Source: an optimization exercise on an open RTL-to-GDS flow (aim: small area and a short achievable clock period). Production flows keep margins and buffers that such runs may drop. Function was checked by simulation only, so behaviour that the tests miss may differ from the original. No activity file was given, so power comes from the tool's default toggle rates.

==> design/flow/design.v <==
module mux_inv (
    input  wire a,
    input  wire b,
    input  wire s,
    input  wire sn,
    output wire y
);
    assign y = ~((a | s) & (b | sn));
endmodule
module mux_buf (
    input  wire a,
    input  wire b,
    input  wire s,
    input  wire sn,
    output wire y
);
    assign y = (a | s) & (b | sn);
endmodule
module nor2_cell (
    input  wire a,
    input  wire b,
    output wire y
);
    assign y = ~(a | b);
endmodule
module or2_cell (
    input  wire a,
    input  wire b,
    output wire y
);
    assign y = a | b;
endmodule
module inv_cell (
    input  wire a,
    output wire y
);
    assign y = ~a;
endmodule
module shifter_io_wrapper #(
    parameter integer WIDTH = 32,
    parameter integer BLOCK = 16
)(
    input  wire             clk,
    input  wire             v_in,
    input  wire [1:0]       opcode,
    input  wire [4:0]       shamt,
    input  wire [31:0]      din,
    output reg  [31:0]      dout,
    output reg              v_out
);
    genvar i;
    wire [1:0] is_left, is_leftn;
    nor2_cell u_l0  (.a(opcode[1]), .b(opcode[0]), .y(is_left[0]));
    nor2_cell u_l1  (.a(opcode[1]), .b(opcode[0]), .y(is_left[1]));
    or2_cell  u_ln0 (.a(opcode[1]), .b(opcode[0]), .y(is_leftn[0]));
    or2_cell  u_ln1 (.a(opcode[1]), .b(opcode[0]), .y(is_leftn[1]));
    wire fill     = (opcode == 2'b10) & din[31];
    wire filln    = ~fill;
    wire [4:3] shn = ~shamt[4:3];
    wire [31:0] d1;    
    wire [31:0] d2;    
    wire [31:0] d3;    
    generate
        for (i = 0; i < 32; i = i + 1) begin : g_s1
            mux_inv u_rev (.a(din[i]), .b(din[31-i]), .s(is_left[i / 16]), .sn(is_leftn[i / 16]), .y(d1[i]));
            mux_inv u_16 (.a(d1[i]), .b(i + 16 < 32 ? d1[(i + 16) % 32] : filln),
                          .s(shamt[4]), .sn(shn[4]), .y(d2[i]));
            mux_inv u_8  (.a(d2[i]), .b(i + 8 < 32 ? d2[(i + 8) % 32] : fill),
                          .s(shamt[3]), .sn(shn[3]), .y(d3[i]));
        end
    endgenerate
    wire shn2b, sh2b;
    inv_cell u_shn2b (.a(shamt[2]), .y(shn2b));
    inv_cell u_sh2b  (.a(shn2b), .y(sh2b));
    reg [31:0] m_datan;             
    reg [2:0]  m_sh, m_shn;
    reg        m_sh2b, m_shn2b;     
    reg        m_left, m_leftn;
    reg        m_fill, m_v;
    always @(posedge clk) begin
        m_datan <= d3;
        m_sh    <= shamt[2:0];
        m_shn   <= ~shamt[2:0];
        m_sh2b  <= sh2b;
        m_shn2b <= shn2b;
        m_left  <= is_left[0];
        m_leftn <= is_leftn[0];
        m_fill  <= fill;
        m_v     <= v_in;
    end
    wire m_filln = ~m_fill;
    wire [31:0] e1;    
    wire [31:0] e2;    
    wire [31:0] e3;    
    wire [31:0] e4;    
    generate
        for (i = 0; i < 32; i = i + 1) begin : g_s2
            mux_inv u_4   (.a(m_datan[i]), .b(i + 4 < 32 ? m_datan[(i + 4) % 32] : m_filln),
                           .s(i < 16 ? m_sh[2] : m_sh2b), .sn(i < 16 ? m_shn[2] : m_shn2b), .y(e1[i]));
            mux_inv u_2   (.a(e1[i]), .b(i + 2 < 32 ? e1[(i + 2) % 32] : m_fill),
                           .s(m_sh[1]), .sn(m_shn[1]), .y(e2[i]));
            mux_inv u_1   (.a(e2[i]), .b(i + 1 < 32 ? e2[(i + 1) % 32] : m_filln),
                           .s(m_sh[0]), .sn(m_shn[0]), .y(e3[i]));
            mux_buf u_rev (.a(e3[i]), .b(e3[31-i]), .s(m_left), .sn(m_leftn), .y(e4[i]));
        end
    endgenerate
    always @(posedge clk) begin
        dout  <= e4;
        v_out <= m_v;
    end
endmodule
==> design/flow/flow/run.sh <==
#!/bin/bash
# Standard ORFS layout; only the cell used for the port buffers differs.
set -euo pipefail
bash standard.sh "BUFFER_PORTS_ARGS=-buffer_cell sky130_fd_sc_hd__buf_1" finish > standard_flow.log 2>&1
==> design/flow/standard.sh <==
#!/bin/bash
# synth_recipe.tcl (not shown) runs the flow's synth.tcl, then flattens the netlist and writes it again
# the make line also repeats each setting of config.mk as NAME=value (left out here)
make -C /OpenROAD-flow-scripts/flow DESIGN_CONFIG=/design/flow/config.mk WORK_HOME=/design/flow/orfs CLKGATE_MAP_FILE= SYNTH_SCRIPT=/design/flow/synth_recipe.tcl "${@:-finish}"
==> design/flow/config.mk <==
export PLATFORM = sky130hd
export DESIGN_NAME = shifter_io_wrapper
export DESIGN_NICKNAME = shifter_io_wrapper
export VERILOG_FILES = /design/flow/design.v
export SDC_FILE = /design/flow/constraint.sdc
export NUM_CORES = 4
export LEC_CHECK = 0
export CAP_MARGIN = 20
export CORE_MARGIN = 2
export CORE_UTILIZATION = 40
export CTS_BUF_LIST = sky130_fd_sc_hd__clkbuf_4
export SETUP_SLACK_MARGIN = 1.0
export SLEW_MARGIN = 20
export SYNTH_HIERARCHICAL = 1
==> design/flow/constraint.sdc <==
create_clock -name core_clock -period 2.5 [get_ports {clk}]
set_input_delay 0.5000 -clock core_clock [delete_from_list [all_inputs] [get_ports {clk}]]
set_output_delay 0.5000 -clock core_clock [all_outputs]
set_load 0.01 [all_outputs]
==> results of run 1 <==
-- flip-flops by register name (all words and copies together), names as in the netlist --
register / count
m_datan: 32
m_shn: 3
m_shn2b: 1
m_left: 1
dout: 32
m_leftn: 1
v_out: 1
m_fill: 1
m_sh2b: 1
m_sh: 3
m_v: 1
-- worst max path at each step --
stage                     from             endpoint  slack [ns]  depth (start not counted)
6_report             opcode[0]  m_datan[24]$_DFF_P_        1.06                          5
5_1_grt        m_shn2b$_DFF_P_     dout[14]$_DFF_P_        1.00                          4
4_1_cts              opcode[1]  m_datan[30]$_DFF_P_        1.03                          5
3_5_place_dp         opcode[1]  m_datan[30]$_DFF_P_        0.58                          5
3_3_place_gp         opcode[1]  m_datan[25]$_DFF_P_        0.58                          5
2_1_floorplan        opcode[0]  m_datan[16]$_DFF_P_        1.04                          4
-- critical path, cell delays in order --
cell,delay [ns]
buf_1,0.16
or2_2,0.47
o22ai_1,0.28
o22ai_1,0.14
o22ai_1,0.22
-- Yosys stat by module, one instance, submodules excluded --
| module | area (sq um) | cells |
|---|---|---|
| shifter_io_wrapper | 1580 | 85 |
| mux_buf | 8.758 | 1 |
| mux_inv | 6.256 | 1 |
| or2_cell | 6.256 | 1 |
| inv_cell | 3.754 | 1 |
| nor2_cell | 3.754 | 1 |
-- layout by cell type (no fill, tap or decap), drive strengths merged --
| cell type | instances |
|---|---|
| or2 | 2 |
| clkinv | 2 |
| nand3b | 1 |
| buf | 82 |
| bufinv | 3 |
| o22a | 32 |
| dfxtp | 77 |
| o22ai | 192 |
| clkbuf | 10 |
| nor2 | 2 |
| and3b | 1 |
| clkinvlp | 1 |
| inv | 8 |
-- cell type report --
type | count | area (sq um)
fillers | 763 | 3839
well taps | 102 | 127.6
repair buffers | 82 | 341.6
clock buffers | 10 | 75.07
multi-input cells | 230 | 1533
clock inverters | 6 | 111.4
inverters | 8 | 30.03
flip-flops and latches | 77 | 1550
-- repair_timing --
action / 4_1_cts / 5_1_grt
gates resized for setup: 4 / 6
setup buffers: 0 / 1
setup endpoints to repair: 32 / 38
pin swaps: 0 / 1
-- power groups by stage --
| stage | combinational (mW) | sequential [mW] | clock (mW) |
|---|---|---|---|
| global placement | 0.591 | 1.47 | 0 |
| detailed placement | 0.589 | 1.47 | 0 |
| floorplan | 0.344 | 1.52 | 0 |
| global route | 0.660 | 1.46 | 1.02 |
| CTS | 0.596 | 1.45 | 0.956 |
| finish | 0.603 | 1.45 | 0.939 |
-- cells by family after synthesis --
kind of cell / share of synthesized area, %
buffers and inverters: 0.9721
DFF: 49.90
and+or+nand+nor: 1.175
AOI/OAI and AO/OA: 47.95
-- metrics by stage --
stage | power (mW) | instance area, sq um
after floorplan | 1.859 | 3094
after detailed placement | 2.063 | 3556
after CTS | 2.998 | 3747
final | 2.987 | 3769
after global placement | 2.062 | 3556
after global routing | 3.146 | 3769
-- routing by layer --
metal	wire [um]	up-vias
met5	0	-
met4	189	0
met3	494	14
met2	3732	132
met1	3914	1460
li1	-	1598
==> metrics.yaml, run 1 <==
status: "timing/DRC/antenna clean"
path_class: "in -> reg"
gp_congestion: 0.9259
finalMaxSlewViolations: 0
relSlewSlack_pct: 33.43
critPathRequiredTime_ns: 2.84
worstReg2RegStart: "m_sh[2]$_DFF_P_"
top_usage_layer: "met2"
fin_hold_ws_ns: 0.1598
drc: 0
maxCapViolCount: 0
synth_top_area_cell: "dfxtp_1"
die-width_um: 91.88
cts.clk_slew.worst_paths_ns: 0.12
hp-class: "in -> reg"
worst_setup_path_start_kind: "primary input"
dr_total_vias: 3204
internal_power_mw: 2.142
yosysSeqAreaShare_pct: 49.90
fmax_ghz: 0.6946
drt_first_pass_iters: 5
num_io_pins: 74
ctsHoldBuffers: 0
regToRegEndpoint: "dout[13]$_DFF_P_"
swShare_pct: 28.28
fin_cells: 515
yosysMostFrequentCell: "o22ai_1"
vias_per_cell: 6.221
crit_arrival_ns: 1.78
clk-insertion-delay-late_ns: 0.42
port-buffer-count: 73
vdd_ir_drop_max_v: 0.0002274
netlist_top_cells_area: "dfxtp_1, o22ai_1, o22a_1, inv_1, or2_1"
leakagePower_nw: 1.274
wl_per_cell_um: 16.18
finClkSkew_ns: 0.01479
n_antenna_cell: 0
fp.dieH_um: 91.88
cts_inserted_buffers: 9
synth_top_area_share_pct: 49.90
htreeDepth: 3
ant_nets: 0
crit_fanout: 16
grt_pass1_wl_um: 13370
synth_area_sq_mm: 0.003089
grt_pass1_vias: 2806
setup_viol_count_final: 0
dpl.hpwl_um: 6028
ys_warn_count: 7
tightest_slew_ns: 0.9972
rsz0062_at_grt: "no"
grt_use_met3_pct: 3.862
hold_viol_final: 0
p_comb_share_pct: 20.2
clk_path_buf_depth: 2
post-route-util_pct: 49.54
use_met2_pct: 31.43
core_sq_mm: 0.007607
fin_ws_ns: 1.060
final_layout_size_suffix_gt1_share_pct: 8.232
synth-async-reset-ratio_pct: 0
wl_um: 8331
yosys-top-cells-count: "o22ai_1, dfxtp_1, o22a_1, inv_1"
met1_usage_pct: 25.86
worstSetupEndpointType: "flip-flop"
ys_seq_elements: 77
worstHoldEndpoint: "m_v$_DFF_P_"
cts_sinks: 77
syn_nets: 356
dpl.cell_count: 498
cts_tree: "yes"
tns_ns: 0
synth_cells: 315
synth.avg_cell_area_sq_um: 9.807
antenna_found_initial: 0
synth_edf_count: 0
rrSetupSlack_ns: 1.09
ff2ff_path_depth: 4
grt_max_degree: 34
nets: 449
rows: 32
pwr-share-seq_pct: 48.4
initial_core_util_pct: 40.61
pre_cts_ws_ns: 0.5767
synth_cell_types: 8
syn2layout_area_growth_pct: 21.99
holdPathStages: 1
power_switching_mw: 0.8449
overflow: 0
power.density_mw_per_mm2: 792.7
die_area_sq_mm: 0.008442
yosys_most_used_dff: "dfxtp_1"
p_clk_share_pct: 31.4
min_period_over_period_pct: 57.59
cts_root_buf: "clkbuf_4"
final.min_clock_period_ns: 1.440
drt_iter0_drc: 141
hp-start: "v_in"
grt_usage_pct: 19.79
==> run 2, diff against run 1 <==
--- a/design/flow/config.mk
+++ b/design/flow/config.mk
@@ -8,7 +8,7 @@
 export CAP_MARGIN = 20
 export CORE_MARGIN = 2
 export CORE_UTILIZATION = 40
-export CTS_BUF_LIST = sky130_fd_sc_hd__clkbuf_4
+export PLACE_DENSITY = 0.8
 export SETUP_SLACK_MARGIN = 1.0
 export SLEW_MARGIN = 20
 export SYNTH_HIERARCHICAL = 1
==> run 2 against run 1 <==
Effect of this change: critical endpoint is now m_datan[22]$_DFF_P_; still clean; clock skew fell by 0.0096 ns; register-to-register slack barely moved; first-iteration DRC count rose by 33%; die area did not move; core utilization rose by 0.81 points; maximum frequency rose by 1.2%; sequential power barely moved; global-route usage fell by 0.69 points.
==> metrics.yaml, run 2 <==
p_clk_share_pct: 35.5  # was 31.4%
synth_top_area_share_pct: 49.90  # unchanged
critPathRequiredTime_ns: 2.71  # was 2.84 ns
swShare_pct: 27.16  # was 28.28%
synth_top_area_cell: "dfxtp_1"  # unchanged
ff2ff_path_depth: 4  # unchanged
crit_fanout: 16  # unchanged
fin_hold_ws_ns: 0.2516  # was 0.1598 ns
finalMaxSlewViolations: 0  # unchanged
worstHoldEndpoint: "m_v$_DFF_P_"  # unchanged
gp_congestion: 0.9264  # was 0.9259
rows: 32  # unchanged
min_period_over_period_pct: 56.89  # was 57.59%
core_sq_mm: 0.007607  # unchanged
overflow: 0  # unchanged
drc: 0  # unchanged
num_io_pins: 74  # unchanged
tightest_slew_ns: 1.006  # was 0.9972 ns
dpl.hpwl_um: 5876  # was 6028 um
p_comb_share_pct: 19.0  # was 20.2%
final_cell_mix: "o22ai_1, dfxtp_1, buf_1"  # was o22ai_1, buf_1, dfxtp_1
tns_ns: 0  # unchanged
syn2layout_area_growth_pct: 23.98  # was 21.99%
pwr-share-seq_pct: 45.5  # was 48.4%
synth_edf_count: 0  # unchanged
rsz0062_at_grt: "no"  # unchanged
vdd_ir_drop_max_v: 0.0002675  # was 0.0002274 V
cts_inserted_buffers: 9  # unchanged
fin_ws_ns: 1.078  # was 1.060 ns
grt_use_met3_pct: 3.862  # unchanged
holdPathStages: 1  # unchanged
htreeDepth: 3  # unchanged
synth_cells: 315  # unchanged
antenna_found_initial: 0  # unchanged
rrSetupSlack_ns: 1.09  # about the same
final.min_clock_period_ns: 1.422  # was 1.440 ns
synth_area_sq_mm: 0.003089  # unchanged
n_antenna_cell: 0  # unchanged
dr_total_vias: 3268  # was 3204
cts_sinks: 77  # unchanged
maxCapViolCount: 0  # unchanged
synth-async-reset-ratio_pct: 0  # unchanged
pre_cts_ws_ns: 0.5233  # was 0.5767 ns
yosys-top-cells-count: "o22ai_1, dfxtp_1, o22a_1, inv_1"  # unchanged
power_switching_mw: 0.8639  # was 0.8449 mW
grt_pass1_vias: 2868  # was 2806
met1_usage_pct: 25.92  # was 25.86%
clk_path_buf_depth: 2  # unchanged
netlist_top_cells_area: "dfxtp_1, o22ai_1, o22a_1, inv_1, or2_1"  # unchanged
grt_usage_pct: 19.10  # was 19.79%
worstSetupStartpoint: "opcode[1]"  # was opcode[0]
vias_per_cell: 6.358  # was 6.221
final_layout_size_suffix_gt1_share_pct: 8.010  # was 8.232%
regToRegEndpoint: "dout[6]$_DFF_P_"  # was dout[13]$_DFF_P_
drt_first_pass_iters: 5  # unchanged
syn_nets: 356  # unchanged
ant_nets: 0  # unchanged
ys_seq_elements: 77  # unchanged
worstSetupEndpointType: "flip-flop"  # unchanged
status: "timing/DRC/antenna clean"  # unchanged
wl_um: 8190  # was 8331 um
port-buffer-count: 73  # unchanged
die_area_sq_mm: 0.008442  # unchanged
post-route-util_pct: 50.35  # was 49.54%
hold_viol_final: 0  # unchanged
power.density_mw_per_mm2: 830.4  # was 792.7 mW/mm^2
wl_per_cell_um: 15.93  # was 16.18 um
clk-insertion-delay-late_ns: 0.35  # was 0.42 ns
nets: 449  # unchanged
yosysMostFrequentCell: "o22ai_1"  # unchanged
fillers: 747  # was 763
hp-class: "in -> reg"  # unchanged
fp.dieH_um: 91.88  # unchanged
setup_viol_count_final: 0  # unchanged
cts.clk_slew.worst_paths_ns: 0.08  # was 0.12 ns
ys_warn_count: 7  # unchanged
yosys_most_used_dff: "dfxtp_1"  # unchanged
drt_iter0_drc: 187  # was 141
final_common_cell: "o22ai_1"  # unchanged
crit_arrival_ns: 1.64  # was 1.78 ns
hp-start: "v_in"  # unchanged
finClkSkew_ns: 0.005191  # was 0.01479 ns
relSlewSlack_pct: 32.83  # was 33.43%
leakagePower_nw: 1.305  # was 1.274 nW
top_usage_layer: "met2"  # unchanged
path_class: "in -> reg"  # unchanged
worst_setup_path_start_kind: "primary input"  # unchanged
cts_root_buf: "clkbuf_8"  # was clkbuf_4
fmax_ghz: 0.7031  # was 0.6946 GHz
internal_power_mw: 2.316  # was 2.142 mW
worstReg2RegStart: "m_shn[2]$_DFF_P_"  # was m_sh[2]$_DFF_P_
use_met2_pct: 29.96  # was 31.43%
grt_max_degree: 34  # unchanged
cts_tree: "yes"  # unchanged
initial_core_util_pct: 40.61  # unchanged
grt_pass1_wl_um: 13360  # was 13370 um
reg.largest.list: "dout (32), m_datan (32)"  # unchanged
yosysSeqAreaShare_pct: 49.90  # unchanged
die-width_um: 91.88  # unchanged
synth.avg_cell_area_sq_um: 9.807  # unchanged
synth_cell_types: 8  # unchanged
[run 2: per-module statistics from Yosys, one instance, submodules excluded]
module,cells inside,times used
mux_buf,1,32
inv_cell,1,2
nor2_cell,1,2
mux_inv,1,192
shifter_io_wrapper,85,1
or2_cell,1,2
[run 2: worst max path at each step]
| stage | to | slack (ns) |
|---|---|---|
| floorplan | m_datan[16]$_DFF_P_ | 1.04 |
| global placement | m_datan[22]$_DFF_P_ | 0.60 |
| detailed placement | m_datan[22]$_DFF_P_ | 0.52 |
| CTS | m_datan[22]$_DFF_P_ | 1.02 |
| global route | m_datan[22]$_DFF_P_ | 1.0 |
| finish | m_datan[22]$_DFF_P_ | 1.08 |
[run 2: power groups by stage]
stage               Combinational [mW]  Clock [mW]  Sequential (mW)
finish                           0.603        1.13             1.45
global route                     0.658        1.20             1.47
floorplan                        0.344           0             1.52
detailed placement               0.585           0             1.47
CTS                              0.595        1.14             1.45
global placement                 0.582           0             1.48
[run 2: layout make-up]
cell class,count,area [sq um],share of cell area (%)
repair buffers,82,342.8,8.951
well taps,102,127.6,3.332
flip-flops and latches,77,1546,40.38
clock buffers,10,137.6,3.594
multi-input cells,230,1538,40.15
clock inverters,5,107.6,2.810
inverters,8,30.03,0.7841
[run 2: through the flow]
step	instance area, sq um	total power [mW]	std cells
global route	3830	3.327	514
detailed placement	3556	2.060	498
CTS	3824	3.183	514
global placement	3556	2.057	498
floorplan	3094	1.859	315
finish	3830	3.180	514
[run 2: worst max-delay path, stage by stage]
cell     delay, ns
buf_1         0.30
or2_4         0.31
o22ai_1       0.16
o22ai_1       0.25
o22ai_1       0.13
[run 2: kinds of logic (layout without fill, tap and decap cells)]
logic type	Yosys count	after routing	share of synthesized area, %
and+or+nand+nor	6	6	1.175
DFF	77	77	49.90
buffers and inverters	8	105	0.9721
AOI/OAI and AO/OA	224	224	47.95
[run 2: repair_timing]
action                                  CTS  global route
endpoints found under the setup margin   54            27
pin swaps                                 1             0
buffers inserted                          1             0
hold buffers                              0             0
gates resized for setup                   8             3
[run 2: routing by layer]
metal | part of all wire [%] | vias to the layer above
met5 | 0 | -
met1 | 46 | 1515
li1 | - | 1597
met2 | 46 | 145
met4 | 0.94 | 0
met3 | 6.7 | 11
==> run 3, diff against run 2 <==
--- a/design/flow/config.mk
+++ b/design/flow/config.mk
@@ -8,7 +8,8 @@
 export CAP_MARGIN = 20
 export CORE_MARGIN = 2
 export CORE_UTILIZATION = 40
-export PLACE_DENSITY = 0.8
+export CTS_CLUSTER_DIAMETER = 100
+export CTS_CLUSTER_SIZE = 40
 export SETUP_SLACK_MARGIN = 1.0
 export SLEW_MARGIN = 20
 export SYNTH_HIERARCHICAL = 1
==> run 3 against run 2 <==
Effect of this change: still clean; die area unchanged; wire length up 1.7%; register-to-register slack worse by 0.02 ns; worst setup slack worse by 0.012 ns; power down 0.83%; clock power about the same; synthesized area unchanged; critical path depth down 1; cell count up 0.19%; sequential share of layout area up 0.14 points; core utilization about the same; largest cell class unchanged; highest routed layer unchanged.
==> metrics.yaml, run 3 <==
status: "timing/DRC/antenna clean"  # unchanged
wl_um: 8326  # was 8190 um
clk_path_buf_depth: 2  # unchanged
cp_top_family: "compound AO/OA/AOI/OAI gates"  # unchanged
cp_slowest_cell: "dfxtp_2"  # was or2_4
core_sq_mm: 0.007607  # unchanged
ctsHoldBuffers: 0  # unchanged
yosys.area_share.adder_pct: 0  # unchanged
grt_pass1_wl_um: 13420  # was 13360 um
vdd_ir_drop_max_v: 0.0003194  # was 0.0002675 V
seq_area_sq_mm: 0.001550  # was 0.001546 sq mm
hold_viol_final: 0  # unchanged
synthMuxAreaShare_pct: 0  # unchanged
antenna_found_initial: 0  # unchanged
n_antenna_cell: 0  # unchanged
yosysSeqAreaShare_pct: 49.90  # unchanged
path_class: "reg -> reg"  # was in -> reg
tns_ns: 0  # unchanged
die-width_um: 91.88  # unchanged
leakagePower_nw: 1.296  # was 1.305 nW
synth.avg_cell_area_sq_um: 9.807  # unchanged
synth_edf_count: 0  # unchanged
setup_viol_count_final: 0  # unchanged
dpl.hpwl_um: 6028  # was 5876 um
initial_core_util_pct: 40.61  # unchanged
synth_top_family_by_area: "compound AO/OA/AOI/OAI gates"  # unchanged
min_period_over_period_pct: 57.36  # was 56.89%
cts_root_buf: "clkbuf_8"  # unchanged
ys_warn_count: 7  # unchanged
clk-insertion-delay-late_ns: 0.35  # about the same
synth-compound-area-share_pct: 47.95  # unchanged
hp-class: "in -> reg"  # unchanged
synth_top_area_share_pct: 49.90  # unchanged
gp_congestion: 0.9259  # was 0.9264
cp_cell_sequence: "o22ai_1 > o22ai_1 > o22ai_1 > o22a_1"  # was buf_1 > or2_4 > o22ai_1 > o22ai_1 > o22ai_1
vias_per_cell: 6.179  # was 6.358
synth_cell_types: 8  # unchanged
power.density_mw_per_mm2: 824.3  # was 830.4 mW/mm^2
die_area_sq_mm: 0.008442  # unchanged
drt_iter0_drc: 153  # was 187
dr_total_vias: 3182  # was 3268
synthSimpleGateAreaFrac_pct: 1.175  # unchanged
tightest_slew_ns: 0.9990  # was 1.006 ns
fillers: 759  # was 747
htreeDepth: 3  # unchanged
worst_setup_path_start_kind: "flip-flop"  # was primary input
num_io_pins: 74  # unchanged
reg.largest.list: "dout (32), m_datan (32)"  # unchanged
synth_area_sq_mm: 0.003089  # unchanged
rows: 32  # unchanged
nets: 449  # unchanged
pre_cts_ws_ns: 0.5767  # was 0.5233 ns
max_stage_delay_ns: 0.48  # was 0.31 ns
grt_usage_pct: 19.78  # was 19.10%
rsz0062_at_grt: "no"  # unchanged
netlist_top_cells_area: "dfxtp_1, o22ai_1, o22a_1, inv_1, or2_1"  # unchanged
crit_fanout: 16  # unchanged
synth_xor_area_share_pct: 0  # unchanged
synth-async-reset-ratio_pct: 0  # unchanged
drt_first_pass_iters: 4  # was 5
cts_inserted_buffers: 9  # unchanged
drc: 0  # unchanged
synth_cells: 315  # unchanged
worstSetupEndpointType: "flip-flop"  # unchanged
maxCapViolCount: 0  # unchanged
yosys-top-cells-count: "o22ai_1, dfxtp_1, o22a_1, inv_1"  # unchanged
cp_num_buf_inv: 0  # was 1
syn_nets: 356  # unchanged
final_layout_size_suffix_gt1_share_pct: 7.990  # was 8.010%
port-buffer-count: 73  # unchanged
yosysMostFrequentCell: "o22ai_1"  # unchanged
cts_sinks: 77  # unchanged
syn2layout_area_growth_pct: 23.86  # was 23.98%
grt_max_degree: 34  # unchanged
fin_ws_ns: 1.066  # was 1.078 ns
critPathRequiredTime_ns: 2.73  # was 2.71 ns
fin_hold_ws_ns: 0.2446  # was 0.2516 ns
finClkSkew_ns: 0.009348  # was 0.005191 ns
ant_nets: 0  # unchanged
relSlewSlack_pct: 33.31  # was 32.83%
final_common_cell: "o22ai_1"  # unchanged
grt_pass1_vias: 2806  # was 2868
synth_top_area_cell: "dfxtp_1"  # unchanged
final_cell_mix: "o22ai_1, buf_1, dfxtp_1"  # was o22ai_1, dfxtp_1, buf_1
crit_arrival_ns: 1.67  # was 1.64 ns
wl_per_cell_um: 16.17  # was 15.93 um
overflow: 0  # unchanged
cp_common_cell: "o22ai_1"  # unchanged
final.min_clock_period_ns: 1.434  # was 1.422 ns
fp.dieH_um: 91.88  # unchanged
yosys_most_used_dff: "dfxtp_1"  # unchanged
ys_seq_elements: 77  # unchanged
multi_input_area_sq_mm: 0.001538  # unchanged
finalMaxSlewViolations: 0  # unchanged
fmax_ghz: 0.6973  # was 0.7031 GHz
cts.clk_slew.worst_paths_ns: 0.07  # was 0.08 ns
cts_tree: "yes"  # unchanged
==> run 3: cell counts after synthesis <==
No cell type changed its count.
==> run 3: worst paths after layout <==
kind                                       from                to  slack, ns  cells after the start
worst max register to register  m_sh[2]$_DFF_P_  dout[13]$_DFF_P_       1.07                      4
worst max-delay path            m_sh[2]$_DFF_P_  dout[13]$_DFF_P_       1.07                      4
worst min register to register      m_v$_DFF_P_     v_out$_DFF_P_       0.33                      0
worst min-delay path                       v_in       m_v$_DFF_P_       0.24                      1
==> run 3: where the power goes <==
part | internal [mW] | switching (mW)
sequential | 1.37 | 0.0787
combinational | 0.258 | 0.346
clock | 0.663 | 0.440
==> run 3: layer usage <==
| layer | up-vias | global-route usage [%] | share of wire, % |
|---|---|---|---|
| met4 | 0 | 10.57 | 2.9 |
| met3 | 21 | 3.451 | 6.2 |
| met2 | 130 | 31.13 | 44 |
| met5 | - | 0 | 0 |
| li1 | 1594 | - | - |
| met1 | 1437 | 25.88 | 47 |
==> run 3: timing repair <==
| action | 4_1_cts | 5_1_grt |
|---|---|---|
| endpoints found under the setup margin | 48 | 36 |
| setup buffers | 0 | 1 |
| pin swaps | 0 | 1 |
| resized for setup | 5 | 6 |
==> run 3: cell families after synthesis <==
logic type / Yosys count
DFF: 77
and+or+nand+nor: 6
AOI/OAI and AO/OA: 224
buffers and inverters: 8
==> run 3: stage by stage <==
stage	util (%)	cells	power, mW	area [sq um]
2_1_floorplan	-	315	1.859	3094
3_3_place_gp	46.74	498	2.062	3556
3_5_place_dp	46.74	498	2.063	3556
4_1_cts	49.95	514	3.164	3800
5_1_grt	50.30	515	3.308	3826
6_report	50.30	515	3.154	3826
==> run 3: per-module statistics from Yosys (local to each module, per instance) <==
module              flops+latches  times used
or2_cell                        0           2
mux_buf                         0          32
inv_cell                        0           2
nor2_cell                       0           2
mux_inv                         0         192
shifter_io_wrapper             77           1
==> run 3: area by class of cell <==
class	instances	area share [%]
clock inverters	6	2.910
repair buffers	82	8.927
clock buffers	10	3.336
flip-flops and latches	77	40.52
well taps	102	3.336
inverters	8	0.7848
multi-input cells	230	40.19
==> run 4, diff against run 3 <==
--- a/design/flow/config.mk
+++ b/design/flow/config.mk
@@ -8,8 +8,6 @@
 export CAP_MARGIN = 20
 export CORE_MARGIN = 2
 export CORE_UTILIZATION = 40
-export CTS_CLUSTER_DIAMETER = 100
-export CTS_CLUSTER_SIZE = 40
-export SETUP_SLACK_MARGIN = 1.0
+export SETUP_SLACK_MARGIN = 1.15
 export SLEW_MARGIN = 20
 export SYNTH_HIERARCHICAL = 1
==> run 4 against run 3 <==
Effect of this change: still clean; worst setup slack improved by 0.087 ns; design area rose by 4.6%; combinational power rose by 4.1%; synthesized area did not move; core utilization rose by 2.3 points; via count rose by 3.4%; count of clock-buffer cells in the layout rose by 2; synthesized cell count did not move; cell count rose by 0.78%; global-route usage rose by 0.40 points; clock power fell by 11%; hold slack got worse by 0.0047 ns; critical path type unchanged; largest power group unchanged; highest routed layer unchanged.
==> metrics.yaml, run 4 <==
nets: 453  # was 449
gp_congestion: 0.8548  # was 0.9259
cp_cell_sequence: "o22ai_1 > o22ai_1 > o22ai_1 > o22a_1"  # unchanged
clk-insertion-delay-late_ns: 0.35  # about the same
initial_core_util_pct: 40.61  # unchanged
hp-start: "v_in"  # unchanged
cp_num_buf_inv: 0  # unchanged
reg.largest.list: "dout (32), m_datan (32)"  # unchanged
cp_slowest_cell: "dfxtp_4"  # was dfxtp_2
drt_iter0_drc: 185  # was 153
cts_root_buf: "clkbuf_8"  # unchanged
grt_pass1_wl_um: 13770  # was 13420 um
grt_max_degree: 33  # was 34
power.density_mw_per_mm2: 768.4  # was 824.3 mW/mm^2
cts.clk_slew.worst_paths_ns: 0.08  # was 0.07 ns
cts_tree: "yes"  # unchanged
rows: 32  # unchanged
yosys_most_used_dff: "dfxtp_1"  # unchanged
finalMaxSlewViolations: 0  # unchanged
fp.dieH_um: 91.88  # unchanged
synth-compound-area-share_pct: 47.95  # unchanged
cp_top_family: "compound AO/OA/AOI/OAI gates"  # unchanged
synth_cells: 315  # unchanged
synth-async-reset-ratio_pct: 0  # unchanged
worstReg2RegStart: "m_sh[2]$_DFF_P_"  # unchanged
netlist_top_cells_area: "dfxtp_1, o22ai_1, o22a_1, inv_1, or2_1"  # unchanged
finClkSkew_ns: 0.01139  # was 0.009348 ns
yosys.area_share.adder_pct: 0  # unchanged
num_io_pins: 74  # unchanged
overflow: 0  # unchanged
htreeDepth: 3  # unchanged
synth_xor_area_share_pct: 0  # unchanged
drc: 0  # unchanged
die-width_um: 91.88  # unchanged
port-buffer-count: 73  # unchanged
ys_warn_count: 7  # unchanged
final_cell_mix: "o22ai_1, dfxtp_1, buf_1"  # was o22ai_1, buf_1, dfxtp_1
ys_seq_elements: 77  # unchanged
synth_top_area_share_pct: 49.90  # unchanged
yosysMostFrequentCell: "o22ai_1"  # unchanged
tightest_slew_ns: 0.5234  # was 0.9990 ns
vias_per_cell: 6.337  # was 6.179
grt_pass1_vias: 2876  # was 2806
antenna_found_initial: 0  # unchanged
syn2layout_area_growth_pct: 29.61  # was 23.86%
synth.avg_cell_area_sq_um: 9.807  # unchanged
leakagePower_nw: 1.374  # was 1.296 nW
hold_viol_final: 0  # unchanged
maxCapViolCount: 0  # unchanged
synthMuxAreaShare_pct: 0  # unchanged
synth_area_sq_mm: 0.003089  # unchanged
wl_per_cell_um: 16.44  # was 16.17 um
synth_top_family_by_area: "compound AO/OA/AOI/OAI gates"  # unchanged
path_class: "reg -> reg"  # unchanged
max_stage_delay_ns: 0.46  # was 0.48 ns
setup_viol_count_final: 0  # unchanged
cts_inserted_buffers: 9  # unchanged
rrSetupSlack_ns: 1.15  # was 1.07 ns
final_layout_size_suffix_gt1_share_pct: 16.55  # was 7.990%
ant_nets: 0  # unchanged
yosys-top-cells-count: "o22ai_1, dfxtp_1, o22a_1, inv_1"  # unchanged
final_common_cell: "o22ai_1"  # unchanged
n_antenna_cell: 0  # unchanged
crit_fanout: 16  # unchanged
min_period_over_period_pct: 53.86  # was 57.36%
status: "timing/DRC/antenna clean"  # unchanged
cts_sinks: 77  # unchanged
core_sq_mm: 0.007607  # unchanged
yosysSeqAreaShare_pct: 49.90  # unchanged
dpl.hpwl_um: 5915  # was 6028 um
dr_total_vias: 3289  # was 3182
crit_arrival_ns: 1.59  # was 1.67 ns
synth_top_area_cell: "dfxtp_1"  # unchanged
hp-class: "in -> reg"  # unchanged
synthSimpleGateAreaFrac_pct: 1.175  # unchanged
rsz0062_at_grt: "yes"  # was no
vdd_ir_drop_max_v: 0.0002585  # was 0.0003194 V
cp_common_cell: "o22ai_1"  # unchanged
wl_um: 8534  # was 8326 um
relSlewSlack_pct: 65.11  # was 33.31%
critPathRequiredTime_ns: 2.75  # was 2.73 ns
synth_cell_types: 8  # unchanged
tns_ns: 0  # unchanged
drt_first_pass_iters: 5  # was 4
final.min_clock_period_ns: 1.347  # was 1.434 ns
die_area_sq_mm: 0.008442  # unchanged
synth_edf_count: 0  # unchanged
worstSetupEndpointType: "flip-flop"  # unchanged
grt_usage_pct: 20.18  # was 19.78%
worstSetupStartpoint: "m_sh[2]$_DFF_P_"  # unchanged
fmax_ghz: 0.7426  # was 0.6973 GHz
syn_nets: 356  # unchanged
clk_path_buf_depth: 2  # unchanged
finalPower_mw: 3.077  # was 3.154 mW
worst_setup_path_start_kind: "flip-flop"  # unchanged
==> run 4: changes by cell type in the layout (fill, tap and decap cells not counted), sizes merged <==
cell      change
buf           -4
bufinv        -2
clkbuf        +9
clkinvlp      +3
inv           -2
==> run 4: per-module statistics from Yosys (local to each module, per instance) <==
| module | cells inside | times used | flip-flops and latches |
|---|---|---|---|
| or2_cell | 1 | 2 | 0 |
| mux_inv | 1 | 192 | 0 |
| mux_buf | 1 | 32 | 0 |
| nor2_cell | 1 | 2 | 0 |
| inv_cell | 1 | 2 | 0 |
| shifter_io_wrapper | 85 | 1 | 77 |
==> run 4: final cells by class <==
class	count	area [sq um]
clock buffers	12	165.2
clock inverters	4	55.05
fillers	728	3603
inverters	8	37.54
multi-input cells	230	1644
flip-flops and latches	77	1567
well taps	102	127.6
repair buffers	85	400.4
repair inverters	1	7.507
==> run 4: timing repair <==
action,4_1_cts,5_1_grt
gates resized for setup,13,27
cloned,1,0
pin swaps,2,1
endpoints found under the setup margin,62,61
buffers inserted,5,3
hold buffers,0,0
==> run 4: per-stage QoR <==
| step | hold slack, ns | cells | setup WS (ns) | area [sq um] | utilization (%) |
|---|---|---|---|---|---|
| after floorplan | 0.3096 | 315 | 1.134 | 3115 | - |
| after detailed placement | 0.3143 | 494 | 0.5116 | 3547 | 46.63 |
| after CTS | 0.2313 | 516 | 1.153 | 3855 | 50.67 |
| after global placement | 0.3143 | 494 | 0.5934 | 3547 | 46.63 |
| after global routing | 0.2334 | 519 | 1.085 | 4004 | 52.63 |
| final | 0.2399 | 519 | 1.153 | 4004 | 52.63 |
==> run 4: cells by family (layout without fill, tap and decap cells) <==
logic type             after synthesis  in the layout
buffers and inverters                8            110
and+or+nand+nor                      6              6
AOI/OAI and AO/OA                  224            224
DFF                                 77             77
==> run 4: final timing paths <==
kind | cells past startpoint | endpoint
worst min-delay path | 1 | m_v$_DFF_P_
worst min register to register | 0 | v_out$_DFF_P_
worst max-delay path | 4 | dout[14]$_DFF_P_
worst max register to register | 4 | dout[14]$_DFF_P_
==> run 4: worst reg2reg max path, delay by kind of cell (launching register included) <==
family / cells / cell delay [ns]
DFF: 1 / 0.46
AOI/OAI and AO/OA: 4 / 0.78
==> run 4: power breakdown <==
part / leakage (nW) / switching, mW / internal, mW
Combinational: 0.614 / 0.346 / 0.284
Clock: 0.109 / 0.436 / 0.546
Sequential: 0.651 / 0.0999 / 1.37
Total: 1.37 / 0.882 / 2.19
==> run 4: per-layer routing <==
| metal | part of all wire [%] | track usage (%) | vias up |
|---|---|---|---|
| met5 | 0 | 0 | - |
| met4 | 1.9 | 8.831 | 0 |
| met3 | 5.9 | 4.519 | 17 |
| met2 | 45 | 32.29 | 150 |
| met1 | 47 | 26.15 | 1523 |
| li1 | - | - | 1599 |
==> run 5, diff against run 4 <==
--- a/design/flow/config.mk
+++ b/design/flow/config.mk
@@ -8,6 +8,6 @@
 export CAP_MARGIN = 20
 export CORE_MARGIN = 2
 export CORE_UTILIZATION = 40
-export SETUP_SLACK_MARGIN = 1.15
+export SETUP_SLACK_MARGIN = 1.2
 export SLEW_MARGIN = 20
 export SYNTH_HIERARCHICAL = 1
==> run 5 against run 4 <==
Effect of this change: still clean; clock power fell by 6.3%; wire length is 7.0% higher; hold slack worse by 0.0011 ns; global-route usage decreased by 0.080 points; core utilization increased by 4.1 points; count of clock-buffer cells in the layout down 3; sequential power barely moved; sequential cell count stayed put; design area up 7.9%; maximum frequency decreased by 0.79%; critical path depth unchanged; die area unchanged.
==> metrics.yaml, run 5 <==
initial_core_util_pct: 40.61  # unchanged
synth_area_sq_mm: 0.003089  # unchanged
synth_top_area_share_pct: 49.90  # unchanged
finClkSkew_ns: 0.009707  # was 0.01139 ns
gp_congestion: 0.8555  # was 0.8548
overflow: 0  # unchanged
critPathRequiredTime_ns: 2.79  # was 2.75 ns
rows: 32  # unchanged
pre_cts_ws_ns: 0.5557  # was 0.5116 ns
yosys-top-cells-count: "o22ai_1, dfxtp_1, o22a_1, inv_1"  # unchanged
status: "timing/DRC/antenna clean"  # unchanged
synth_top_area_cell: "dfxtp_1"  # unchanged
final.min_clock_period_ns: 1.357  # was 1.347 ns
yosysMostFrequentCell: "o22ai_1"  # unchanged
maxCapViolCount: 0  # unchanged
reg.largest.list: "dout (32), m_datan (32)"  # unchanged
htreeDepth: 3  # unchanged
fmax_ghz: 0.7368  # was 0.7426 GHz
leakagePower_nw: 1.550  # was 1.374 nW
dpl.cell_count: 492  # was 494
cts_sinks: 77  # unchanged
antenna_found_initial: 0  # unchanged
syn2layout_area_growth_pct: 39.81  # was 29.61%
final_common_cell: "o22ai_1"  # unchanged
power_switching_mw: 0.9404  # was 0.8816 mW
cts_inserted_buffers: 9  # unchanged
synth_cell_types: 8  # unchanged
grt_pass1_vias: 2856  # was 2876
min_period_over_period_pct: 54.29  # was 53.86%
yosys_most_used_dff: "dfxtp_1"  # unchanged
final_layout_size_suffix_gt1_share_pct: 32.46  # was 16.55%
p_clk_share_pct: 29.4  # was 31.9%
crit_arrival_ns: 1.65  # was 1.59 ns
drt_iter0_drc: 168  # was 185
hold_viol_final: 0  # unchanged
tightest_slew_ns: 0.5517  # was 0.5234 ns
ant_nets: 0  # unchanged
n_antenna_cell: 0  # unchanged
seq_area_sq_mm: 0.001580  # was 0.001567 sq mm
worstSetupEndpointType: "flip-flop"  # unchanged
pwr-share-seq_pct: 47.7  # was 47.6%
dr_total_vias: 3330  # was 3289
die_area_sq_mm: 0.008442  # unchanged
relSlewSlack_pct: 63.22  # was 65.11%
syn_nets: 356  # unchanged
grt_usage_pct: 20.10  # was 20.18%
grt_max_degree: 33  # unchanged
grt_pass1_wl_um: 13770  # about the same
synth-async-reset-ratio_pct: 0  # unchanged
drt_first_pass_iters: 4  # was 5
final_cell_mix: "o22ai_1, dfxtp_1, o22ai_2"  # was o22ai_1, dfxtp_1, buf_1
nets: 458  # was 453
power.density_mw_per_mm2: 724.6  # was 768.4 mW/mm^2
hp-class: "in -> reg"  # unchanged
cts.clk_slew.worst_paths_ns: 0.08  # about the same
rsz0062_at_grt: "yes"  # unchanged
num_io_pins: 74  # unchanged
die-width_um: 91.88  # unchanged
synth_cells: 315  # unchanged
fin_ws_ns: 1.143  # was 1.153 ns
setup_viol_count_final: 0  # unchanged
crit_fanout: 16  # unchanged
drc: 0  # unchanged
p_comb_share_pct: 22.9  # was 20.5%
ys_warn_count: 7  # unchanged
synth_edf_count: 0  # unchanged
port-buffer-count: 73  # unchanged
worst_setup_path_start_kind: "flip-flop"  # unchanged
internal_power_mw: 2.189  # was 2.195 mW
fin_hold_ws_ns: 0.2388  # was 0.2399 ns
netlist_top_cells_area: "dfxtp_1, o22ai_1, o22a_1, inv_1, or2_1"  # unchanged
yosysSeqAreaShare_pct: 49.90  # unchanged
multi_input_area_sq_mm: 0.001861  # was 0.001644 sq mm
fp.dieH_um: 91.88  # unchanged
dpl.hpwl_um: 5896  # was 5915 um
finalMaxSlewViolations: 0  # unchanged
synth.avg_cell_area_sq_um: 9.807  # unchanged
ys_seq_elements: 77  # unchanged
cts_root_buf: "clkbuf_8"  # unchanged
vias_per_cell: 6.355  # was 6.337
tns_ns: 0  # unchanged
vdd_ir_drop_max_v: 0.0002707  # was 0.0002585 V
path_class: "reg -> reg"  # unchanged
clk_path_buf_depth: 2  # unchanged
swShare_pct: 30.05  # was 28.66%
fin_cells: 524  # was 519
fillers: 737  # was 728
clk-insertion-delay-late_ns: 0.35  # about the same
cts_tree: "yes"  # unchanged
wl_um: 9135  # was 8534 um
core_sq_mm: 0.007607  # unchanged
wl_per_cell_um: 17.43  # was 16.44 um
-- run 5: kinds of logic (layout without fill, tap and decap cells) --
kind of cell | Yosys count | count (layout) | share of synthesized area (%)
and+or+nand+nor | 6 | 8 | 1.175
DFF | 77 | 77 | 49.90
buffers and inverters | 8 | 113 | 0.9721
AOI/OAI and AO/OA | 224 | 224 | 47.95
-- run 5: per-module statistics from Yosys, one instance, submodules excluded --
module | cells inside | cell area [sq um] | times used | flops+latches
or2_cell | 1 | 6.256 | 2 | 0
mux_inv | 1 | 6.256 | 192 | 0
mux_buf | 1 | 8.758 | 32 | 0
nor2_cell | 1 | 3.754 | 2 | 0
shifter_io_wrapper | 85 | 1580 | 1 | 77
inv_cell | 1 | 3.754 | 2 | 0
-- run 5: through the flow --
step,total power [mW],util [%],cell area [sq um]
floorplan,1.864,-,3123
global placement,2.061,46.53,3540
CTS,3.014,51.05,3884
global route,3.284,56.78,4319
detailed placement,2.062,46.53,3540
finish,3.130,56.78,4319
-- run 5: power by group through the flow --
stage,registers [mW],logic (mW),clock network (mW)
floorplan,1.52,0.346,0
global placement,1.50,0.563,0
detailed placement,1.50,0.562,0
CTS,1.47,0.604,0.942
global route,1.51,0.773,1.00
finish,1.49,0.717,0.920
-- run 5: final timing paths --
check                      start               end  slack, ns  cells past startpoint
setup reg to reg  m_sh2b$_DFF_P_  dout[27]$_DFF_P_       1.14                      4
setup / recovery  m_sh2b$_DFF_P_  dout[27]$_DFF_P_       1.14                      4
hold / removal              v_in       m_v$_DFF_P_       0.24                      1
hold reg to reg      m_v$_DFF_P_     v_out$_DFF_P_       0.33                      0
-- run 5: per-layer routing --
metal | part of all wire [%] | GRT usage, % | vias to the layer above | wire [um]
met1 | 45 | 26.06 | 1602 | 4137
li1 | - | - | 1613 | -
met5 | 0 | 0 | - | 0
met4 | 1.5 | 9.453 | 0 | 140
met2 | 49 | 32.48 | 103 | 4487
met3 | 4.1 | 3.615 | 12 | 371
-- run 5: critical path: stages (launching register included) --
cell and delay (ns):
dfxtp_4 0.41, o22ai_1 0.33, o22ai_1 0.16, o22ai_1 0.23, o22a_1 0.17
-- run 5: cell type report --
cell class	count	share of cell area [%]
Inverter	8	0.8691
Multi-Input combinational cell	232	43.08
Clock buffer	9	2.868
Clock inverter	7	1.709
Timing Repair Buffer	88	11.76
Sequential cell	77	36.59
Tap cell	102	2.955
Timing Repair inverter	1	0.1738
-- run 5: repair_timing --
item / 4_1_cts / 5_1_grt
hold buffers: 0 / 0
setup buffers: 7 / 6
pin swaps: 3 / 7
endpoints found under the setup margin: 97 / 90
gates cloned: 1 / 2
resized for setup: 48 / 70
==> run 6, diff against run 5 <==
--- a/design/flow/config.mk
+++ b/design/flow/config.mk
@@ -8,6 +8,6 @@
 export CAP_MARGIN = 20
 export CORE_MARGIN = 2
 export CORE_UTILIZATION = 40
-export SETUP_SLACK_MARGIN = 1.2
+export SETUP_SLACK_MARGIN = 1.25
 export SLEW_MARGIN = 20
 export SYNTH_HIERARCHICAL = 1
==> run 6 against run 5 <==
Effect of this change: still clean on timing, DRC and antenna; sequential cell count is the same; design area increased by 4.9%; sequential share of layout area shrank 1.6 points; count of clock-buffer cells in the layout rose by 2; core utilization grew 2.8 points.
==> metrics.yaml, run 6 <==
syn2layout_area_growth_pct: 46.62  # was 39.81%
drt_first_pass_iters: 6  # was 4
drt_iter0_drc: 238  # was 168
tightest_slew_ns: 0.5560  # was 0.5517 ns
rrSetupSlack_ns: 1.10  # was 1.14 ns
synth_xor_area_share_pct: 0  # unchanged
final_layout_size_suffix_gt1_share_pct: 38.39  # was 32.46%
n_antenna_cell: 0  # unchanged
netlist_top_cells_area: "dfxtp_1, o22ai_1, o22a_1, inv_1, or2_1"  # unchanged
clk_path_buf_depth: 2  # unchanged
yosys.area_share.adder_pct: 0  # unchanged
cts_tree: "yes"  # unchanged
drc: 0  # unchanged
ctsHoldBuffers: 0  # unchanged
num_io_pins: 74  # unchanged
port-buffer-count: 73  # unchanged
rsz0062_at_grt: "yes"  # unchanged
setup_viol_count_final: 0  # unchanged
crit_fanout: 16  # unchanged
yosysSeqAreaShare_pct: 49.90  # unchanged
final_common_cell: "o22ai_1"  # unchanged
min_period_over_period_pct: 55.96  # was 54.29%
final.min_clock_period_ns: 1.399  # was 1.357 ns
synth_area_sq_mm: 0.003089  # unchanged
rows: 32  # unchanged
fmax_ghz: 0.7148  # was 0.7368 GHz
htreeDepth: 3  # unchanged
yosysMostFrequentCell: "o22ai_1"  # unchanged
fin_cells: 524  # unchanged
hp-class: "in -> reg"  # unchanged
ys_warn_count: 7  # unchanged
synth-async-reset-ratio_pct: 0  # unchanged
ys_seq_elements: 77  # unchanged
synth-compound-area-share_pct: 47.95  # unchanged
wl_um: 9312  # was 9135 um
leakagePower_nw: 1.620  # was 1.550 nW
syn_nets: 356  # unchanged
grt_pass1_vias: 2839  # was 2856
finalMaxSlewViolations: 0  # unchanged
status: "timing/DRC/antenna clean"  # unchanged
synth_top_family_by_area: "compound AO/OA/AOI/OAI gates"  # unchanged
synth_top_area_share_pct: 49.90  # unchanged
worstSetupEndpointType: "flip-flop"  # unchanged
initial_core_util_pct: 40.61  # unchanged
relSlewSlack_pct: 62.93  # was 63.22%
fillers: 667  # was 737
crit_arrival_ns: 1.63  # was 1.65 ns
yosys-top-cells-count: "o22ai_1, dfxtp_1, o22a_1, inv_1"  # unchanged
cts_root_buf: "clkbuf_8"  # unchanged
synthMuxAreaShare_pct: 0  # unchanged
synth.avg_cell_area_sq_um: 9.807  # unchanged
tns_ns: 0  # unchanged
maxCapViolCount: 0  # unchanged
fp.dieH_um: 91.88  # unchanged
wl_per_cell_um: 17.77  # was 17.43 um
clk-insertion-delay-late_ns: 0.34  # was 0.35 ns
nets: 458  # unchanged
yosys_most_used_dff: "dfxtp_1"  # unchanged
synth_top_area_cell: "dfxtp_1"  # unchanged
grt_pass1_wl_um: 13730  # was 13770 um
grt_usage_pct: 20.04  # was 20.10%
synth_cell_types: 8  # unchanged
cts.clk_slew.worst_paths_ns: 0.08  # about the same
die-width_um: 91.88  # unchanged
synth_cells: 315  # unchanged
cts_inserted_buffers: 9  # unchanged
cts_sinks: 77  # unchanged
antenna_found_initial: 0  # unchanged
finClkSkew_ns: 0.01023  # was 0.009707 ns
gp_congestion: 0.8320  # was 0.8555
core_sq_mm: 0.007607  # unchanged
ant_nets: 0  # unchanged
dpl.cell_count: 492  # unchanged
dr_total_vias: 3403  # was 3330
worst_setup_path_start_kind: "flip-flop"  # unchanged
path_class: "reg -> reg"  # unchanged
final_cell_mix: "o22ai_1, o22ai_2, dfxtp_1"  # was o22ai_1, dfxtp_1, o22ai_2
vias_per_cell: 6.494  # was 6.355
hold_viol_final: 0  # unchanged
multi_input_area_sq_mm: 0.002037  # was 0.001861 sq mm
critPathRequiredTime_ns: 2.73  # was 2.79 ns
overflow: 0  # unchanged
reg.largest.list: "dout (32), m_datan (32)"  # unchanged
die_area_sq_mm: 0.008442  # unchanged
power.density_mw_per_mm2: 716.4  # was 724.6 mW/mm^2
dpl.hpwl_um: 5887  # was 5896 um
synthSimpleGateAreaFrac_pct: 1.175  # unchanged
vdd_ir_drop_max_v: 0.0003802  # was 0.0002707 V
synth_edf_count: 0  # unchanged
grt_max_degree: 33  # unchanged
seq_area_sq_mm: 0.001583  # was 0.001580 sq mm
[run 6: cell types whose count changed in the layout (fill, tap and decap cells not counted), moves of 2 or more]
cell      change
o22ai_1      -27
o22ai_2      +26
buf_4         -5
buf_6         +5
clkbuf_1      +2
clkinv_2      -2
[run 6: cell families (layout without fill, tap and decap cells)]
group,Yosys count,after routing
flip-flops,77,77
AND/OR/NAND/NOR,6,8
AO/OA/AOI/OAI,224,224
buffers and inverters,8,113
[run 6: timing repair]
item,4_1_cts,5_1_grt
pin swaps,4,12
resized for setup,47,97
endpoints found under the setup margin,97,92
gates cloned,2,1
setup buffers,9,4
[run 6: area by class of cell]
cell class,instances,share of cell area (%)
multi-input cells,232,44.97
flip-flops and latches,77,34.94
repair buffers,88,11.52
clock buffers,11,2.901
well taps,102,2.818
clock inverters,5,1.851
inverters,8,0.8287
repair inverters,1,0.1657
[run 6: final timing paths]
kind	start	to	cells after the start
setup reg to reg	m_shn2b$_DFF_P_	dout[22]$_DFF_P_	4
setup / recovery	m_shn2b$_DFF_P_	dout[22]$_DFF_P_	4
hold reg to reg	m_v$_DFF_P_	v_out$_DFF_P_	0
hold / removal	v_in	m_v$_DFF_P_	1
[run 6: critical path, stage by stage, from the launching register on]
cell and delay, ns:
dfxtp_4 0.45, o22ai_1 0.15, o22ai_1 0.29, o22ai_1 0.16, o22a_1 0.23
[run 6: power by group]
group          switching, mW  total (mW)  internal (mW)
Sequential             0.124        1.49           1.37
Combinational          0.386       0.761          0.376
Clock                  0.425       0.991          0.566
Total                  0.935        3.24           2.31
[run 6: per-layer routing]
| layer | vias to the layer above | part of all wire, % | track usage, % | wire length (um) |
|---|---|---|---|---|
| li1 | 1608 | - | - | - |
| met1 | 1620 | 44 | 26.15 | 4114 |
| met2 | 147 | 47 | 32.78 | 4422 |
| met3 | 28 | 6.0 | 3.698 | 560 |
| met4 | 0 | 2.3 | 8.085 | 216 |
| met5 | - | 0 | 0 | 0 |
[run 6: through the flow]
stage,cell area (sq um),hold slack [ns],power [mW],util [%],worst slack (ns)
after floorplan,3196,0.3096,1.877,-,1.153
after global placement,3612,0.3098,2.075,47.48,0.6188
after detailed placement,3612,0.3157,2.076,47.48,0.5562
after CTS,3998,0.2245,3.107,52.55,1.194
after global routing,4529,0.2265,3.399,59.54,1.083
final,4529,0.2409,3.245,59.54,1.101
[run 6: modules after synthesis, one instance, submodules excluded]
module / cells inside / flip-flops and latches / area, sq um
shifter_io_wrapper: 85 / 77 / 1580
mux_buf: 1 / 0 / 8.758
mux_inv: 1 / 0 / 6.256
or2_cell: 1 / 0 / 6.256
inv_cell: 1 / 0 / 3.754
nor2_cell: 1 / 0 / 3.754
==> run 7, diff against run 6 <==
--- a/design/flow/config.mk
+++ b/design/flow/config.mk
@@ -8,6 +8,6 @@
 export CAP_MARGIN = 20
 export CORE_MARGIN = 2
 export CORE_UTILIZATION = 40
-export SETUP_SLACK_MARGIN = 1.25
+export SETUP_SLACK_MARGIN = 1.05
 export SLEW_MARGIN = 20
 export SYNTH_HIERARCHICAL = 1
==> run 7 against run 6 <==
Effect of this change: worst setup slack better by 0.022 ns; power is 6.2% lower; synthesized area stayed put; hold slack better by 0.0079 ns; synthesized cell count stayed put; non-clock buffer count is 5 lower; global-route usage is 0.55 points lower; die area stayed put; critical endpoint is now dout[26]$_DFF_P_; count of clock-buffer cells in the layout is 1 lower.
==> metrics.yaml, run 7 <==
max_stage_delay_ns: 0.48  # was 0.45 ns
dr_total_vias: 3222  # was 3403
wl_um: 8269  # was 9312 um
ys_seq_elements: 77  # unchanged
die-width_um: 91.88  # unchanged
grt_max_degree: 34  # was 33
num_io_pins: 74  # unchanged
rows: 32  # unchanged
place_area_sq_mm: 0.003561  # was 0.003612 sq mm
path_class: "reg -> reg"  # unchanged
synth_cells: 315  # unchanged
relSlewSlack_pct: 34.19  # was 62.93%
overflow: 0  # unchanged
netlist_top_cells_area: "dfxtp_1, o22ai_1, o22a_1, inv_1, or2_1"  # unchanged
finalMaxSlewViolations: 0  # unchanged
maxCapViolCount: 0  # unchanged
cts_tree: "yes"  # unchanged
core_sq_mm: 0.007607  # unchanged
final_cell_mix: "o22ai_1, dfxtp_1, buf_1"  # was o22ai_1, o22ai_2, dfxtp_1
nets: 450  # was 458
grt_pass1_wl_um: 13300  # was 13730 um
syn2layout_area_growth_pct: 23.53  # was 46.62%
cts_sinks: 77  # unchanged
synth_area_sq_mm: 0.003089  # unchanged
die_area_sq_mm: 0.008442  # unchanged
port-buffer-count: 73  # unchanged
setup_viol_count_final: 0  # unchanged
worstSetupEndpointType: "flip-flop"  # unchanged
grt_pass1_vias: 2795  # was 2839
tightest_slew_ns: 0.9858  # was 0.5560 ns
gp_congestion: 0.8825  # was 0.8320
met1_usage_pct: 25.61  # was 26.15%
use_met2_pct: 31.07  # was 32.78%
hold_viol_final: 0  # unchanged
vias_per_cell: 6.244  # was 6.494
dpl.cell_count: 498  # was 492
clk-insertion-delay-late_ns: 0.34  # about the same
drt_first_pass_iters: 5  # was 6
cts.clk_slew.worst_paths_ns: 0.08  # about the same
min_period_over_period_pct: 55.09  # was 55.96%
synth_cell_types: 8  # unchanged
initial_core_util_pct: 40.61  # unchanged
yosysSeqAreaShare_pct: 49.90  # unchanged
final_common_cell: "o22ai_1"  # unchanged
post-route-util_pct: 50.16  # was 59.54%
syn_nets: 356  # unchanged
worst_setup_path_start_kind: "flip-flop"  # unchanged
fin_cells: 516  # was 524
status: "timing/DRC/antenna clean"  # unchanged
pre_cts_ws_ns: 0.5186  # was 0.5562 ns
synth_edf_count: 0  # unchanged
synth-async-reset-ratio_pct: 0  # unchanged
yosys-top-cells-count: "o22ai_1, dfxtp_1, o22a_1, inv_1"  # unchanged
top_usage_layer: "met2"  # unchanged
vdd_ir_drop_max_v: 0.0003073  # was 0.0003802 V
drt_iter0_drc: 210  # was 238
fin_hold_ws_ns: 0.2489  # was 0.2409 ns
reg.largest.list: "dout (32), m_datan (32)"  # unchanged
rsz0062_at_grt: "no"  # was yes
synth.avg_cell_area_sq_um: 9.807  # unchanged
fp.dieH_um: 91.88  # unchanged
yosys_most_used_dff: "dfxtp_1"  # unchanged
grt_use_met3_pct: 3.451  # was 3.698%
ys_warn_count: 7  # unchanged
final_layout_size_suffix_gt1_share_pct: 8.454  # was 38.39%
dpl.hpwl_um: 5931  # was 5887 um
finClkSkew_ns: 0.01021  # was 0.01023 ns
clk_path_buf_depth: 2  # unchanged
hp-class: "in -> reg"  # unchanged
leakagePower_nw: 1.289  # was 1.620 nW
fin_ws_ns: 1.123  # was 1.101 ns
htreeDepth: 3  # unchanged
wl_per_cell_um: 16.03  # was 17.77 um
critPathRequiredTime_ns: 2.72  # was 2.73 ns
rrSetupSlack_ns: 1.12  # was 1.10 ns
synth_top_area_cell: "dfxtp_1"  # unchanged
fmax_ghz: 0.7261  # was 0.7148 GHz
ant_nets: 0  # unchanged
finalPower_mw: 3.045  # was 3.245 mW
tns_ns: 0  # unchanged
cp_common_cell: "o22ai_1"  # unchanged
synth_top_area_share_pct: 49.90  # unchanged
grt_usage_pct: 19.49  # was 20.04%
cts_root_buf: "clkbuf_8"  # unchanged
final.min_clock_period_ns: 1.377  # was 1.399 ns
yosysMostFrequentCell: "o22ai_1"  # unchanged
cp_slowest_cell: "dfxtp_2"  # was dfxtp_4
antenna_found_initial: 0  # unchanged
cp_cell_sequence: "o22ai_1 > o22ai_1 > o22ai_1 > o22a_1"  # unchanged
crit_arrival_ns: 1.60  # was 1.63 ns
drc: 0  # unchanged
crit_fanout: 16  # unchanged
design_area_sq_mm: 0.003816  # was 0.004529 sq mm
n_antenna_cell: 0  # unchanged
power.density_mw_per_mm2: 797.8  # was 716.4 mW/mm^2
cts_inserted_buffers: 9  # unchanged
-- run 7: cell type report --
class / count / area, sq um
Multi-Input combinational cell: 230 / 1538
Clock inverter: 6 / 87.58
Inverter: 8 / 30.03
Fill cell: 768 / 3791
Clock buffer: 10 / 127.6
Sequential cell: 77 / 1554
Timing Repair Buffer: 83 / 351.6
Tap cell: 102 / 127.6
-- run 7: critical path, delay by kind of cell, from the launching register on --
| kind | cells | cell delay (ns) |
|---|---|---|
| compound gates | 4 | 0.77 |
| flops | 1 | 0.48 |
-- run 7: what timing repair did --
action | 4_1_cts | 5_1_grt
resized for setup | 7 | 7
pin swaps | 1 | 1
hold buffers | 0 | 0
setup endpoints to repair | 64 | 41
gates cloned | 0 | 0
setup buffers | 2 | 0
-- run 7: path summary, 6_finish.rpt --
kind | cells after the start | start | to
max | 4 | m_shn2b$_DFF_P_ | dout[26]$_DFF_P_
min | 1 | v_in | m_v$_DFF_P_
min reg2reg | 0 | m_v$_DFF_P_ | v_out$_DFF_P_
max reg2reg | 4 | m_shn2b$_DFF_P_ | dout[26]$_DFF_P_
-- run 7: Yosys stat by module, one instance, submodules excluded --
module / area (sq um) / times used / cells / flip-flops and latches
mux_buf: 8.758 / 32 / 1 / 0
nor2_cell: 3.754 / 2 / 1 / 0
inv_cell: 3.754 / 2 / 1 / 0
mux_inv: 6.256 / 192 / 1 / 0
or2_cell: 6.256 / 2 / 1 / 0
shifter_io_wrapper: 1580 / 1 / 85 / 77
-- run 7: report_power, final --
part	switching, mW	internal [mW]	total, mW	leakage, nW
clock	0.434	0.560	0.994	0.0985
sequential	0.0800	1.37	1.45	0.650
combinational	0.345	0.260	0.605	0.540
-- run 7: layer usage --
metal / up-vias / part of all wire [%]
met4: 0 / 1.9
li1: 1591 / -
met5: - / 0
met1: 1466 / 47
met2: 151 / 45
met3: 14 / 6.4
-- run 7: kinds of logic (layout without fill, tap and decap cells) --
| kind of cell | count (synthesis) | after routing | share of synthesized area, % |
|---|---|---|---|
| DFF | 77 | 77 | 49.90 |
| AOI/OAI and AO/OA | 224 | 224 | 47.95 |
| and+or+nand+nor | 6 | 6 | 1.175 |
| buffers and inverters | 8 | 107 | 0.9721 |
==> run 8, diff against run 7 <==
--- a/design/flow/config.mk
+++ b/design/flow/config.mk
@@ -8,6 +8,6 @@
 export CAP_MARGIN = 20
 export CORE_MARGIN = 2
 export CORE_UTILIZATION = 40
-export SETUP_SLACK_MARGIN = 1.05
+export SETUP_SLACK_MARGIN = 1.1
 export SLEW_MARGIN = 20
 export SYNTH_HIERARCHICAL = 1
==> run 8 against run 7 <==
Effect of this change: still clean; cell count unchanged; die area unchanged; via count decreased by 0.47%; critical path type unchanged; largest cell class unchanged.
==> metrics.yaml, run 8 <==
status: "timing/DRC/antenna clean"  # unchanged
crit_arrival_ns: 1.63  # was 1.60 ns
cts.clk_slew.worst_paths_ns: 0.08  # about the same
dpl.hpwl_um: 5993  # was 5931 um
rsz0062_at_grt: "yes"  # was no
yosys-top-cells-count: "o22ai_1, dfxtp_1, o22a_1, inv_1"  # unchanged
cp_cell_sequence: "o22ai_1 > o22ai_1 > o22ai_1 > o22a_1"  # unchanged
port-buffer-count: 73  # unchanged
hp-class: "in -> reg"  # unchanged
cp_slowest_cell: "dfxtp_4"  # was dfxtp_2
cp_common_cell: "o22ai_1"  # unchanged
wl_per_cell_um: 16.38  # was 16.03 um
rows: 32  # unchanged
tightest_slew_ns: 0.5545  # was 0.9858 ns
n_antenna_cell: 0  # unchanged
ant_nets: 0  # unchanged
ctsHoldBuffers: 0  # unchanged
p_clk_share_pct: 36.9  # was 32.6%
dr_wl_met2_um: 3818  # was 3696 um
tns_ns: 0  # unchanged
post-route-util_pct: 51.18  # was 50.16%
syn_nets: 356  # unchanged
leakagePower_nw: 1.315  # was 1.289 nW
nets: 451  # was 450
finalMaxSlewViolations: 0  # unchanged
synth_top_area_cell: "dfxtp_1"  # unchanged
swShare_pct: 26.75  # was 28.19%
top_layer: "met4"  # unchanged
min_period_over_period_pct: 53.19  # was 55.09%
path_class: "reg -> reg"  # unchanged
synth-async-reset-ratio_pct: 0  # unchanged
dpl.cell_count: 496  # was 498
synth_top_area_share_pct: 49.90  # unchanged
wl_um: 8454  # was 8269 um
ys_seq_elements: 77  # unchanged
worst_setup_path_start_kind: "flip-flop"  # unchanged
grt_pass1_wl_um: 13570  # was 13300 um
initial_core_util_pct: 40.61  # unchanged
syn2layout_area_growth_pct: 26.04  # was 23.53%
pwr-share-seq_pct: 44.6  # was 47.5%
yosys_most_used_dff: "dfxtp_1"  # unchanged
vias_per_cell: 6.215  # was 6.244
relSlewSlack_pct: 63.04  # was 34.19%
synth.avg_cell_area_sq_um: 9.807  # unchanged
cts_tree: "yes"  # unchanged
grt_max_degree: 33  # was 34
gp_congestion: 0.8623  # was 0.8825
drt_iter0_drc: 145  # was 210
fp.dieH_um: 91.88  # unchanged
ys_warn_count: 7  # unchanged
worstSetupEndpointType: "flip-flop"  # unchanged
cts_inserted_buffers: 9  # unchanged
overflow: 0  # unchanged
die_area_sq_mm: 0.008442  # unchanged
power_switching_mw: 0.8718  # was 0.8584 mW
yosysMostFrequentCell: "o22ai_1"  # unchanged
finClkSkew_ns: 0.006787  # was 0.01021 ns
clk_path_buf_depth: 2  # unchanged
power.density_mw_per_mm2: 837.1  # was 797.8 mW/mm^2
cts_sinks: 77  # unchanged
cts_root_buf: "clkbuf_8"  # unchanged
fmax_ghz: 0.7521  # was 0.7261 GHz
p_comb_share_pct: 18.5  # was 19.9%
htreeDepth: 3  # unchanged
critPathRequiredTime_ns: 2.80  # was 2.72 ns
crit_fanout: 16  # unchanged
final_common_cell: "o22ai_1"  # unchanged
synth_cell_types: 8  # unchanged
final_layout_size_suffix_gt1_share_pct: 9.662  # was 8.454%
grt_usage_pct: 19.64  # was 19.49%
finalPower_mw: 3.259  # was 3.045 mW
[run 8: logic make-up after synthesis]
group | count (synthesis) | share of synthesized area (%)
AO/OA/AOI/OAI | 224 | 47.95
buffers and inverters | 8 | 0.9721
AND/OR/NAND/NOR | 6 | 1.175
flip-flops | 77 | 49.90
[run 8: final cells by class]
type                            count  area [sq um]
Clock buffer                        9         123.9
Clock inverter                      6         136.4
Fill cell                         740          3714
Inverter                            8         33.78
Multi-Input combinational cell    230          1538
Sequential cell                    77          1563
Tap cell                          102         127.6
Timing Repair Buffer               83         364.1
Timing Repair inverter              1         7.507
[run 8: worst paths after layout]
path | start | end | slack, ns | cells after the start
max | m_sh[2]$_DFF_P_ | dout[19]$_DFF_P_ | 1.17 | 4
min | v_in | m_v$_DFF_P_ | 0.24 | 1
max reg2reg | m_sh[2]$_DFF_P_ | dout[19]$_DFF_P_ | 1.17 | 4
min reg2reg | m_v$_DFF_P_ | v_out$_DFF_P_ | 0.33 | 0
[run 8: metal layers]
layer | up-vias | global-route usage (%)
li1 | 1600 | -
met1 | 1482 | 25.03
met2 | 109 | 31.37
met3 | 16 | 4.519
met4 | 0 | 9.577
met5 | - | 0
[run 8: power by group through the flow]
stage / Clock (mW) / Sequential [mW] / Combinational, mW
global placement: 0 / 1.48 / 0.584
finish: 1.20 / 1.45 / 0.604
CTS: 1.22 / 1.45 / 0.592
global route: 1.28 / 1.47 / 0.660
detailed placement: 0 / 1.48 / 0.584
floorplan: 0 / 1.52 / 0.345
[run 8: critical path: cells and delay by family (launching register included)]
kind	cells	cell delay [ns]
DFF	1	0.40
AOI/OAI and AO/OA	4	0.88
[run 8: timing repair]
item                       CTS  global route
setup endpoints to repair   64            61
resized for setup            6            10
buffers inserted             2             2
gates cloned                 0             1
pin swaps                    1             2
[run 8: per-stage QoR]
| stage | setup WS [ns] | area (sq um) | hold slack (ns) |
|---|---|---|---|
| 3_5_place_dp | 0.4962 | 3558 | 0.3157 |
| 6_report | 1.170 | 3894 | 0.2379 |
| 2_1_floorplan | 1.105 | 3112 | 0.3096 |
| 5_1_grt | 1.077 | 3894 | 0.2405 |
| 4_1_cts | 1.103 | 3841 | 0.2230 |
| 3_3_place_gp | 0.5317 | 3558 | 0.3140 |
[run 8: Yosys stat by module (local to each module, per instance)]
module | times used | flip-flops and latches | cells inside
shifter_io_wrapper | 1 | 77 | 85
nor2_cell | 2 | 0 | 1
inv_cell | 2 | 0 | 1
mux_buf | 32 | 0 | 1
mux_inv | 192 | 0 | 1
or2_cell | 2 | 0 | 1

separate check: timing with driven ports:
Ports are ideal in the flow. The routed layouts listed here were re-timed in OpenROAD.
Step 1 sets driving cells, clkbuf_16 on the clock port and buf_2 on the other inputs (assumed; they add their load-dependent delay and slew).
Step 2, shift: input delay + t, output delay - t, t = (earliest + latest rising clock arrival at the registers) / 2. This alone moves slack from input paths to output paths.
Three values: ideal, step 1, step 2; two values: the first two.
run | shift t [ns] | setup WS [ns]
run 1 | 0.448 | 1.060 / 1.070 / 0.622
run 2 | 0.374 | 1.078 / 1.085 / 0.711
run 3 | 0.374 | 1.066 / 1.066 / 0.727
run 4 | 0.374 | 1.153 / 1.153 / 0.814
run 5 | 0.377 | 1.143 / 1.143 / 0.872
run 6 | 0.368 | 1.101 / 1.101 / 0.877
run 7 | 0.367 | 1.123 / 1.123 / 0.779
run 8 | 0.379 | 1.170 / 1.154 / 0.821
After both steps setup and hold are still met in every run listed.
